From an optimization exercise on the open Yosys and OpenROAD flow, aimed at small area and a short achievable clock period; shortcuts taken in it are not production practice.
In this exercise RTL edits were held to simulation tests only and were not proved equivalent to the original.

## ham
module ham(data_in, data_out, clk, resetn);
input [31:0] data_in;
input clk, resetn;
output reg [33:0] data_out;
wire p1 = data_out[1];
wire p0 = data_out[0];
wire [15:0] va, vb, vn;
genvar k;
generate
  for (k = 0; k < 16; k = k + 1) begin : pr
    ham_pair pp(data_in[2*k+1], data_in[2*k], data_out[2*k+3], data_out[2*k+2],
                va[k], vb[k], vn[k]);
  end
endgenerate
wire [4:0] A, B, N;
hd_calcu_4m ca(va, A);
hd_calcu_4m cb(vb, B);
hd_calcu_4m cn(vn, N);
function cout5;
  input [4:0] u, v;
  input c;
  reg cy;
  integer j;
  begin
    cy = c;
    for (j = 0; j < 5; j = j + 1)
      cy = (u[j] & v[j]) | (u[j] & cy) | (v[j] & cy);
    cout5 = cy;
  end
endfunction
wire [4:0] a8n = ~{A[4] | A[3], ~A[3], A[2:0]};
wire [4:0] rs, rc;
genvar m;
generate
  for (m = 0; m < 5; m = m + 1) begin : rw
    ham_fa f(B[m], N[m], a8n[m], rc[m], rs[m]);
  end
endgenerate
wire ie = A[4] | (A[3] & (~p1 | A[2] | A[1] | A[0]));
wire io = B[4] | (B[3] & (~(p1 & p0) | B[2] | B[1] | B[0])) |
          (~p1 & ~p0 & B[2] & B[1] & B[0]);
wire se = N[4] | (N[3] & (p0 | ~p1 | N[2] | N[1] | N[0])) |
          (p0 & ~p1 & N[2] & N[1] & N[0]);
wire so = rc[4] | cout5(rs, {rc[3:0], 1'b0}, ~p1);
wire is = cout5(A, ~N, ~p0);
wire eo = cout5(B, ~A, ~p0);
wire sel_i = ie & io & is;
wire sel_s = ~is & se & so;
wire sel_e = ~ie & ~se & eo;
wire c1 = ~sel_i & ~sel_s;
wire c0 = ~sel_i & ~sel_e;
wire inv1 = ~sel_e;           
wire inv0 = sel_i | sel_e;    
wire [33:0] nxt;
assign nxt[1:0] = {c1, c0};
generate
  for (k = 0; k < 16; k = k + 1) begin : ob
    ham_obit o1(sel_s, data_in[2*k],   data_in[2*k+1], inv1, nxt[2*k+3]);
    ham_obit o0(sel_s, data_in[2*k+1], data_in[2*k],   inv0, nxt[2*k+2]);
  end
endgenerate
always @(posedge clk, negedge resetn)
begin
  if (!resetn)
    data_out <= 34'd0;
  else
    data_out <= nxt;
end
endmodule
For scale: about 330 cells after synthesis, roughly 68 I/O pins, ~3400 um2 of cells after synthesis.
Settings: LEC_CHECK=0, CAP_MARGIN=20, CORE_MARGIN=2, CORE_UTILIZATION=60, CTS_BUF_LIST=sky130_fd_sc_hd__clkbuf_4, SETUP_SLACK_MARGIN=4.5, SLEW_MARGIN=20, SYNTH_HIERARCHICAL=1, SYNTH_MINIMUM_KEEP_SIZE=0; clock period 12.5 ns.
standard.sh (not shown) runs the stock make flow with config.mk's settings and CLKGATE_MAP_FILE= SYNTH_SCRIPT=/design/flow/synth_recipe.tcl, a recipe that flattens the netlist after the stock synthesis.
==> flow/flow/run.sh <==
#!/bin/bash
set -euo pipefail
export BUFFER_PORTS_ARGS="-buffer_cell sky130_fd_sc_hd__buf_1"
bash standard.sh > standard.log 2>&1
The baseline completed without violations.
Next try:
- CTS_BUF_LIST: sky130_fd_sc_hd__clkbuf_4 -> sky130_fd_sc_hd__clkbuf_8
- SETUP_SLACK_MARGIN: 4.5 -> 3
What happened: Sequential share of layout area falls by 0.26 points. Register-to-register slack hardly moves. Synthesized area stays the same. Wire length rises by 2.3%. Global-route usage rises by 1.4 points. Cell count is unchanged. Non-clock buffer count does not change. Clock-buffer cell count rises by 1.
Next try:
- CORE_UTILIZATION: 60 -> 75
- PLACE_DENSITY: unset -> 0.8
- SETUP_SLACK_MARGIN: 3 -> 4.5
Effect:
- global-route usage is higher by 6.0 points
- design area is lower by 1.1%
- worst setup slack degrades by 0.0070 ns
- count of clock-buffer cells in the layout is lower by 1
- synthesized area stays the same
- fmax hardly moves
- core utilization is higher by 17 points
Next try:
- CORE_UTILIZATION: 75 -> 60
- PLACE_DENSITY: 0.8 -> unset
- SETUP_SLACK_MARGIN: 4.5 -> 5
Result: Final area grows by 10%. Worst setup slack improved by 0.41 ns. Hold slack improved by 0.030 ns. Wire length grows by 19%. Die area grows by about 24%. Global-route usage shrinks by 3.7 points. Clock skew shrinks by 0.0045 ns.

* * *

Another version of the RTL of ham (not shown whole).
For scale: about 550 cells after synthesis, ~34 flip-flops, roughly 4700 µm² of cells after synthesis.
clock: 12.5 ns
lec_check: 0
cap_margin: 20
core_margin: 2
core_utilization: 40
setup_slack_margin: 3
slew_margin: 20
run.sh (not shown) runs the stock make flow with config.mk's settings and CLKGATE_MAP_FILE= SYNTH_SCRIPT=/design/flow/synth_recipe.tcl, a recipe that flattens the netlist after the stock synthesis.
Stock flow here: none of the scripts above is used.
Rerun with:
==> flow/flow/run.sh (new file) <==
#!/bin/bash
set -euo pipefail
export BUFFER_PORTS_ARGS="-buffer_cell sky130_fd_sc_hd__buf_1"
bash standard.sh > standard.log 2>&1
==> flow/standard.sh (new file) <==
#!/bin/bash
# synth_recipe.tcl (not shown) runs the flow's synth.tcl, then flattens the netlist and writes it again
# the make line also repeats each setting of config.mk as NAME=value (left out here)
make -C /OpenROAD-flow-scripts/flow DESIGN_CONFIG=/design/flow/config.mk WORK_HOME=/design/flow/orfs CLKGATE_MAP_FILE= SYNTH_SCRIPT=/design/flow/synth_recipe.tcl "${@:-finish}"
Settings changed: SETUP_SLACK_MARGIN 3 to 5.
removed: flow/run.sh
=> The new run passed the timing, design-rule and antenna checks. Cell area falls by 0.92%. Sequential cell count does not change. Setup slack improves by 1.3 ns. Global-route usage rises by 0.27 points. Area after synthesis stays the same. Die area is unchanged.

* * *

The RTL this note starts from:
==> flow/design.v <==
module hd_calcu_4m(input [15:0] a,
                   output [4:0] hd
                  );
  wire c0, s0, c1, s1, c2, s2, c3, s3, c4, s4, c5, s5, c6, s6, c7, s7, c8, s8, c9, s9, c10, s10, c11, s11, c12, s12, c13, s13, c14, s14;
  ham_fa f0 (a[0], a[10], a[11], c0, s0);
  ham_fa f1 (a[12], a[13], a[14], c1, s1);
  ham_fa f2 (a[15], a[1], a[2], c2, s2);
  ham_fa f3 (a[3], a[4], a[5], c3, s3);
  ham_fa f4 (a[6], a[7], a[8], c4, s4);
  ham_fa f5 (a[9], s0, s1, c5, s5);
  ham_ha h6 (s2, s3, c6, s6);
  ham_fa f7 (s4, s6, s5, c7, s7);
  ham_fa f8 (c0, c1, c2, c8, s8);
  ham_fa f9 (c3, c4, c6, c9, s9);
  ham_ha h10 (c5, s8, c10, s10);
  ham_fa f11 (s9, s10, c7, c11, s11);
  ham_fa f12 (c8, c10, c9, c12, s12);
  ham_ha h13 (s12, c11, c13, s13);
  ham_ha h14 (c12, c13, c14, s14);
  assign hd[0] = s7;
  assign hd[1] = s11;
  assign hd[2] = s13;
  assign hd[3] = s14;
  assign hd[4] = c14;
endmodule
module ham_fa(input a, input b, input c, output co, output s);
  assign s  = a ^ b ^ c;
  assign co = (a & b) | (a & c) | (b & c);
endmodule
module ham_ha(input a, input b, output co, output s);
  assign s  = a ^ b;
  assign co = a & b;
endmodule
module ham(data_in, data_out, clk, resetn);
input [31:0] data_in;
input clk, resetn;
output reg [33:0] data_out;
wire p1 = data_out[1];
wire p0 = data_out[0];
wire [15:0] va, vb, vn;
genvar k;
generate
  for (k = 0; k < 16; k = k + 1) begin : pr
    ham_pair pp(data_in[2*k+1], data_in[2*k], data_out[2*k+3], data_out[2*k+2],
                va[k], vb[k], vn[k]);
  end
endgenerate
wire [4:0] A, B, N;
hd_calcu_4m ca(va, A);
hd_calcu_4m cb(vb, B);
hd_calcu_4m cn(vn, N);
function cout5;
  input [4:0] u, v;
  input c;
  reg cy;
  integer j;
  begin
    cy = c;
    for (j = 0; j < 5; j = j + 1)
      cy = (u[j] & v[j]) | (u[j] & cy) | (v[j] & cy);
    cout5 = cy;
  end
endfunction
wire [4:0] a8n = ~{A[4] | A[3], ~A[3], A[2:0]};
wire [4:0] rs, rc;
genvar m;
generate
  for (m = 0; m < 5; m = m + 1) begin : rw
    ham_fa f(B[m], a8n[m], N[m], rc[m], rs[m]);
  end
endgenerate
wire ie = A[4] | (A[3] & (~p1 | A[2] | A[1] | A[0]));
wire io = B[4] | (B[3] & (~(p1 & p0) | B[2] | B[1] | B[0])) |
          (~p1 & ~p0 & B[2] & B[1] & B[0]);
wire se = N[4] | (N[3] & (p0 | ~p1 | N[2] | N[1] | N[0])) |
          (p0 & ~p1 & N[2] & N[1] & N[0]);
wire so = rc[4] | cout5(rs, {rc[3:0], 1'b0}, ~p1);
wire is = cout5(A, ~N, ~p0);
wire eo = cout5(B, ~A, ~p0);
wire sel_i = ie & io & is;
wire sel_s = ~is & se & so;
wire sel_s1, sel_s0;
ham_sel ss1(is, se, so, sel_s1);
ham_sel ss0(is, se, so, sel_s0);
wire sel_e = ~ie & ~se & eo;
wire c1 = ~sel_i & ~sel_s;
wire c0 = ~sel_i & ~sel_e;
wire inv1 = ~sel_e;           
wire inv0 = sel_i | sel_e;    
wire [33:0] nxt;
assign nxt[1:0] = {c1, c0};
generate
  for (k = 0; k < 16; k = k + 1) begin : ob
    ham_obit o1(sel_s1, data_in[2*k],   data_in[2*k+1], inv1, nxt[2*k+3]);
    ham_obit o0(sel_s0, data_in[2*k+1], data_in[2*k],   inv0, nxt[2*k+2]);
  end
endgenerate
always @(posedge clk, negedge resetn)
begin
  if (!resetn)
    data_out <= 34'd0;
  else
    data_out <= nxt;
end
endmodule
module ham_sel(input is, input se, input so, output s);
  assign s = ~is & se & so;
endmodule
module ham_obit(input s, input u, input v, input inv, output o);
  assign o = s ? u : v ^ inv;
endmodule
module ham_pair(input d1, input d0, input q1, input q0,
                output a, output b, output n);
  wire y;
  ham_xor xa(d1, q1, a);
  ham_xor xb(d0, q0, b);
  ham_xor xy(q1, q0, y);
  ham_mxn mn(y, a, b, n);
endmodule
module ham_xor(input u, input v, output o);
  assign o = u ^ v;
endmodule
module ham_mxn(input s, input u, input v, output o);
  assign o = s ? u : ~v;
endmodule
export LEC_CHECK = 0
export CAP_MARGIN = 20
export CORE_MARGIN = 2
export CORE_UTILIZATION = 60
export CTS_BUF_LIST = sky130_fd_sc_hd__clkbuf_8
export SETUP_SLACK_MARGIN = 5
export SLEW_MARGIN = 20
export SYNTH_HIERARCHICAL = 1
export SYNTH_MINIMUM_KEEP_SIZE = 0
create_clock -name core_clock -period 12.5 [get_ports {clk}]
standard.sh (not shown) runs the stock make flow with config.mk's settings and CLKGATE_MAP_FILE= SYNTH_SCRIPT=/design/flow/synth_recipe.tcl, a recipe that flattens the netlist after the stock synthesis.
==> flow/flow/run.sh <==
#!/bin/bash
set -euo pipefail
export BUFFER_PORTS_ARGS="-buffer_cell sky130_fd_sc_hd__buf_1"
bash standard.sh RECOVER_POWER=100 finish > standard.log 2>&1
The first run reached the layout checks and failed them: max-capacitance violations, max-slew violations.
Edit:
==> flow/flow/run.sh (replaced) <==
#!/bin/bash
set -euo pipefail
export BUFFER_PORTS_ARGS="-buffer_cell sky130_fd_sc_hd__buf_1"
export CTS_ARGS="-sink_clustering_enable -repair_clock_nets -buf_list sky130_fd_sc_hd__clkbuf_8 -dont_use_dummy_load"
bash standard.sh SETUP_SLACK_MARGIN=5.5 finish > standard.log 2>&1
The new run finished with timing, DRC and antenna clean.
Wire length rises by about 7.5%.
Global-route usage falls by 0.44 points.
Die area stays the same.
Design area rises by 4.6%.
Area after synthesis does not change.
Synthesized cell count is unchanged.
Edit:
==> flow/flow/run.sh (replaced) <==
#!/bin/bash
set -euo pipefail
export BUFFER_PORTS_ARGS="-buffer_cell sky130_fd_sc_hd__buf_1"
export CTS_ARGS="-sink_clustering_enable -repair_clock_nets -buf_list sky130_fd_sc_hd__clkbuf_8 -dont_use_dummy_load -sink_clustering_size 40 -sink_clustering_max_diameter 300"
bash standard.sh > standard.log 2>&1
What happened:
- critical path depth fell by 1
- wire length fell by 8.3%
- clock-buffer cell count does not change
- die area is unchanged
- core utilization fell by 2.8 points
- cell area fell by about 4%
- non-clock buffer count fell by 2
- global-route usage stays flat
- setup slack gets worse by 0.27 ns

==> re-timing with driven ports <==
In the flow no input, the clock included, has a driving cell. The finished layouts below were timed again as built, in two steps. Step 1 sets driving cells, clkbuf_16 on the clock port and buf_2 on the other inputs (assumed; they add their load-dependent delay and slew). Step 2 adds t to the input delays and takes it off the output delays; t is the mean of the earliest and latest rising clock arrival at the registers after step 1. Input paths then give back, and output paths get back, about the clock's delay inside the block. Slacks: no drivers / after step 1 / after step 2; pairs: no drivers / after step 1.
run | t (ns) | slack for setup (ns) | clock arrival spread, ns | worst register clock-pin slew, ns | pins driven straight from the clock port
the first run of note 1 | 0.371 | 4.821 / 4.828 / 4.456 | 0.007 / 0.007 | 0.11 / 0.11 | 1
the second run of note 1 | 0.320 | 4.761 / 4.763 / 4.444 | 0.008 / 0.009 | 0.08 / 0.08 | 1
the third run of note 1 | 0.317 | 4.754 / 4.757 / 4.440 | 0.008 / 0.008 | 0.07 / 0.07 | 1
the fourth run of note 1 | 0.316 | 5.160 / 5.158 / 4.842 | 0.004 / 0.004 | 0.07 / 0.07 | 1
the first run of note 2 | 0.314 | 3.876 / 3.891 / 3.578 | 0.004 / 0.003 | 0.06 / 0.06 | 1
the second run of note 2 | 0.321 | 5.161 / 5.175 / 4.855 | 0.007 / 0.007 | 0.06 / 0.06 | 1
the first run of note 3 | 0.317 | 5.042 / 5.050 / 4.733 | 0.004 / 0.004 | 0.07 / 0.07 | 1
the second run of note 3 | 0.317 | 5.649 / 5.658 / 5.341 | 0.010 / 0.010 | 0.07 / 0.07 | 1
the third run of note 3 | 0.310 | 5.382 / 5.390 / 5.080 | 0.008 / 0.008 | 0.07 / 0.07 | 1
The setup slack of the first run of note 1, which loses most, moves by +0.007 ns with the drivers and by -0.365 ns with both steps.
